From an optimization exercise on the open Yosys and OpenROAD flow, aimed at small area and a short achievable clock period; shortcuts taken in it are not production practice. Function was checked by simulation only, so behaviour that the tests miss may differ from the original. Power figures rest on the tool's default switching activity, not on a simulated workload.

Setup of v22:
Design part2, start of the top module:
module part2 (
    clear,
    clock,
    digit,
    digit_valid,
    end_of_line,
    total,
    line_result
);
    input clear;
    input clock;
    input [3:0] digit;
    input digit_valid;
    input end_of_line;
    output [63:0] total;
    output [47:0] line_result;
    reg [47:0] x;        
    reg [39:0] ls;       
    reg [3:0] lg;        
    reg [4:1] lp;        
    reg [63:0] tot;
    integer k;
    wire [51:0] ext = {x, digit};    
    reg  [11:1] shr;     
    wire [11:0] sh = {shr, shr[1] | (x[3:0] < digit)};
    reg  [11:1] ysh;
    always @(*) begin
        ysh[11] = y[47:44] < y[43:40];
        for (k = 10; k >= 1; k = k - 1)
            ysh[k] = ysh[k + 1] | (y[4 * k +: 4] < y[4 * k - 4 +: 4]);
    end
    reg  [47:0] y;       
    always @(*)
        for (k = 0; k < 12; k = k + 1)
            y[4 * k +: 4] = sh[k] ? ext[4 * k +: 4] : ext[4 * k + 4 +: 4];
    reg [3:0] r0;    
    always @(*) case (y[3:0]) 4'd0: r0 = 4'd0; 4'd1: r0 = 4'd1; 4'd2: r0 = 4'd2; 4'd3: r0 = 4'd3; 4'd4: r0 = 4'd4; 4'd5: r0 = 4'd5; 4'd6: r0 = 4'd6; 4'd7: r0 = 4'd7; 4'd8: r0 = 4'd8; 4'd9: r0 = 4'd9; 4'd10: r0 = 4'd8; 4'd11: r0 = 4'd9; 4'd12: r0 = 4'd8; 4'd13: r0 = 4'd9; 4'd14: r0 = 4'd8; 4'd15: r0 = 4'd9; endcase
    reg [5:0] r1;    
    always @(*) case (y[7:4]) 4'd0: r1 = 6'd0; 4'd1: r1 = 6'd5; 4'd2: r1 = 6'd10; 4'd3: r1 = 6'd15; 4'd4: r1 = 6'd20; 4'd5: r1 = 6'd25; 4'd6: r1 = 6'd30; 4'd7: r1 = 6'd35; 4'd8: r1 = 6'd40; 4'd9: r1 = 6'd45; 4'd10: r1 = 6'd40; 4'd11: r1 = 6'd45; 4'd12: r1 = 6'd40; 4'd13: r1 = 6'd45; 4'd14: r1 = 6'd40; 4'd15: r1 = 6'd45; endcase
    reg [7:0] r2;    
    always @(*) case (y[11:8]) 4'd0: r2 = 8'd0; 4'd1: r2 = 8'd25; 4'd2: r2 = 8'd50; 4'd3: r2 = 8'd75; 4'd4: r2 = 8'd100; 4'd5: r2 = 8'd125; 4'd6: r2 = 8'd150; 4'd7: r2 = 8'd175; 4'd8: r2 = 8'd200; 4'd9: r2 = 8'd225; 4'd10: r2 = 8'd200; 4'd11: r2 = 8'd225; 4'd12: r2 = 8'd200; 4'd13: r2 = 8'd225; 4'd14: r2 = 8'd200; 4'd15: r2 = 8'd225; endcase
    reg [10:0] r3;    
  ...
==> flow/config.mk <==
export PLATFORM = sky130hd
export DESIGN_NAME = part2
export DESIGN_NICKNAME = part2
export VERILOG_FILES = /design/flow/design.v
export SDC_FILE = /design/flow/constraint.sdc
export NUM_CORES = 4
export LEC_CHECK = 0
export ABC_AREA = 1
export CAP_MARGIN = 20
export CORE_MARGIN = 2
export CORE_UTILIZATION = 40
export SETUP_SLACK_MARGIN = 2.0
export SLEW_MARGIN = 20
==> flow/constraint.sdc <==
create_clock -name core_clock -period 6.5 [get_ports {clock}]
set_input_delay 1.3000 -clock core_clock [delete_from_list [all_inputs] [get_ports {clock}]]
set_output_delay 1.3000 -clock core_clock [all_outputs]
set_load 0.01 [all_outputs]
run.sh (not shown) runs the stock make flow with config.mk's settings and CLKGATE_MAP_FILE= SYNTH_SCRIPT=/design/flow/synth_recipe.tcl, a recipe that flattens the netlist after the stock synthesis.
## Diff of input files: v34 against v22
# v22
export LEC_CHECK = 0
export ABC_AREA = 1
export CAP_MARGIN = 20
export CORE_MARGIN = 2
export CORE_UTILIZATION = 40
export SETUP_SLACK_MARGIN = 2.0
export SLEW_MARGIN = 20
create_clock -name core_clock -period 6.5 [get_ports {clock}]
# v34
export LEC_CHECK = 0
export ABC_AREA = 1
export CAP_MARGIN = 20
export CORE_MARGIN = 2
export CORE_UTILIZATION = 40
export SETUP_SLACK_MARGIN = 2.5
export SLEW_MARGIN = 20
create_clock -name core_clock -period 6.5 [get_ports {clock}]
==> flow/flow/run.sh (new file) <==
#!/bin/bash
# The standard layout, except that synthesis maps adders to plain gates
# (no full/half adder cells), so ABC can restructure the arithmetic.
set -euo pipefail
bash standard.sh ADDER_MAP_FILE= finish > standard_flow.log 2>&1
==> flow/standard.sh (new file) <==
#!/bin/bash
# synth_recipe.tcl (not shown) runs the flow's synth.tcl, then flattens the netlist and writes it again
# the make line also repeats each setting of config.mk as NAME=value (left out here)
make -C /OpenROAD-flow-scripts/flow DESIGN_CONFIG=/design/flow/config.mk WORK_HOME=/design/flow/orfs CLKGATE_MAP_FILE= SYNTH_SCRIPT=/design/flow/synth_recipe.tcl "${@:-finish}"
removed: flow/run.sh
==> comparison <==
Against v22, v34 comes in about 12% lower on internal power. Met2 routing resource usage after global routing: v34 higher than v22. Launching instance or port of the critical path = lg[0]$_SDFFE_PP0P_: v34; launching instance or port of the critical path = shr[5]$_SDFFE_PP0P_: v22. Endpoint of the most critical setup path = line_result[31]: v34; endpoint of the most critical setup path = ls[12]$_SDFFE_PP0P_: v22. Going from v22 to v34, synthesized cell count now larger, global-route wire length before repair now larger.
[inputs] v43 vs v34
# v34
export LEC_CHECK = 0
export ABC_AREA = 1
export CAP_MARGIN = 20
export CORE_MARGIN = 2
export CORE_UTILIZATION = 40
export SETUP_SLACK_MARGIN = 2.5
export SLEW_MARGIN = 20
create_clock -name core_clock -period 6.5 [get_ports {clock}]
# v43
export LEC_CHECK = 0
export ABC_AREA = 1
export CAP_MARGIN = 20
export CORE_MARGIN = 2
export CORE_UTILIZATION = 40
export SETUP_SLACK_MARGIN = 2.2
export SLEW_MARGIN = 20
create_clock -name core_clock -period 6.5 [get_ports {clock}]
==> flow/flow/run.sh <==
#!/bin/bash
# The standard layout (standard.sh), with these changes:
#  - synthesis leaves adders to ABC as plain gates (ADDER_MAP_FILE empty: no
#    full or half adder cells), so ABC can restructure the arithmetic;
#  - ABC's area script maps for a delay target (flow/abc_area.script) instead
#    of the unreachable default, so it can recover area off the critical paths;
set -euo pipefail
here=$(pwd)
rm -rf "$here/synth_scripts"
cp -r "$FLOW_HOME/scripts" "$here/synth_scripts"
cp "$here/flow/abc_area.script" "$here/synth_scripts/abc_area.script"
bash standard.sh ADDER_MAP_FILE= SCRIPTS_DIR="$here/synth_scripts" synth > synth.log 2>&1
export BUFFER_PORTS_ARGS="-buffer_cell sky130_fd_sc_hd__buf_2"
bash standard.sh ADDER_MAP_FILE= "BUFFER_PORTS_ARGS=$BUFFER_PORTS_ARGS" finish > layout.log 2>&1
==> flow/flow/abc_area.script (new file) <==
strash
dch -f
map -D 3000 -A 0.9
topo
stime -c
buffer -c
upsize -c -D 3000
dnsize -c -D 3000
Notes after the runs:
- v43 finished end to end and its layout was clean on timing, DRC and antenna.
- Core utilization: v34 vs v43, no meaningful difference
- v34 → v43: fraction of layout cells with a size suffix above 1 climbed 0.31 points; post-synthesis cell count dropped 489; global-route wire length before repair dropped 15 mm; setup slack dropped 0.14 ns; ratio of total power to cell area climbed 2.5 nW/um^2.
- Reported for v43 and v34, number of flops mapped to enable cells by yosys turned out identical to the last digit.
- Taking v34 as the reference point, the non-clock buffer share of cell area of v43 falls by 2.3 points.
- [v43] pre-CTS setup slack fell 0.10 ns relative to v34
- Summary of v43 over v34: core area down 6900 sq um, critical path depth shows an increase of 7.

-- port drivers added, routing unchanged --
No port has a modelled driver above. Below, the same layouts with a new extraction and two added sets of constraints.
Step 1, drivers: a clkbuf_16 drives clock and a buf_2 each remaining input, both assumed.
Step 2, shift: input delay + t, output delay - t, t = (earliest + latest rising clock arrival at the registers) / 2. This alone moves slack from input paths to output paths.
a / b / c = ideal ports / drivers / drivers and shift; a / b = the first two.
run	t, ns	setup slack, ns	worst data-port slew with drivers (ns)
v22	0.517	1.813 / 1.813 / 1.787	0.03
v34	0.522	2.671 / 2.618 / 2.319	0.03
v43	0.517	2.526 / 2.470 / 2.533	0.03
After both steps setup and hold are still met in every run listed. The setup slack of v34, which loses most, moves by -0.053 ns with the drivers and by -0.352 ns with both steps.
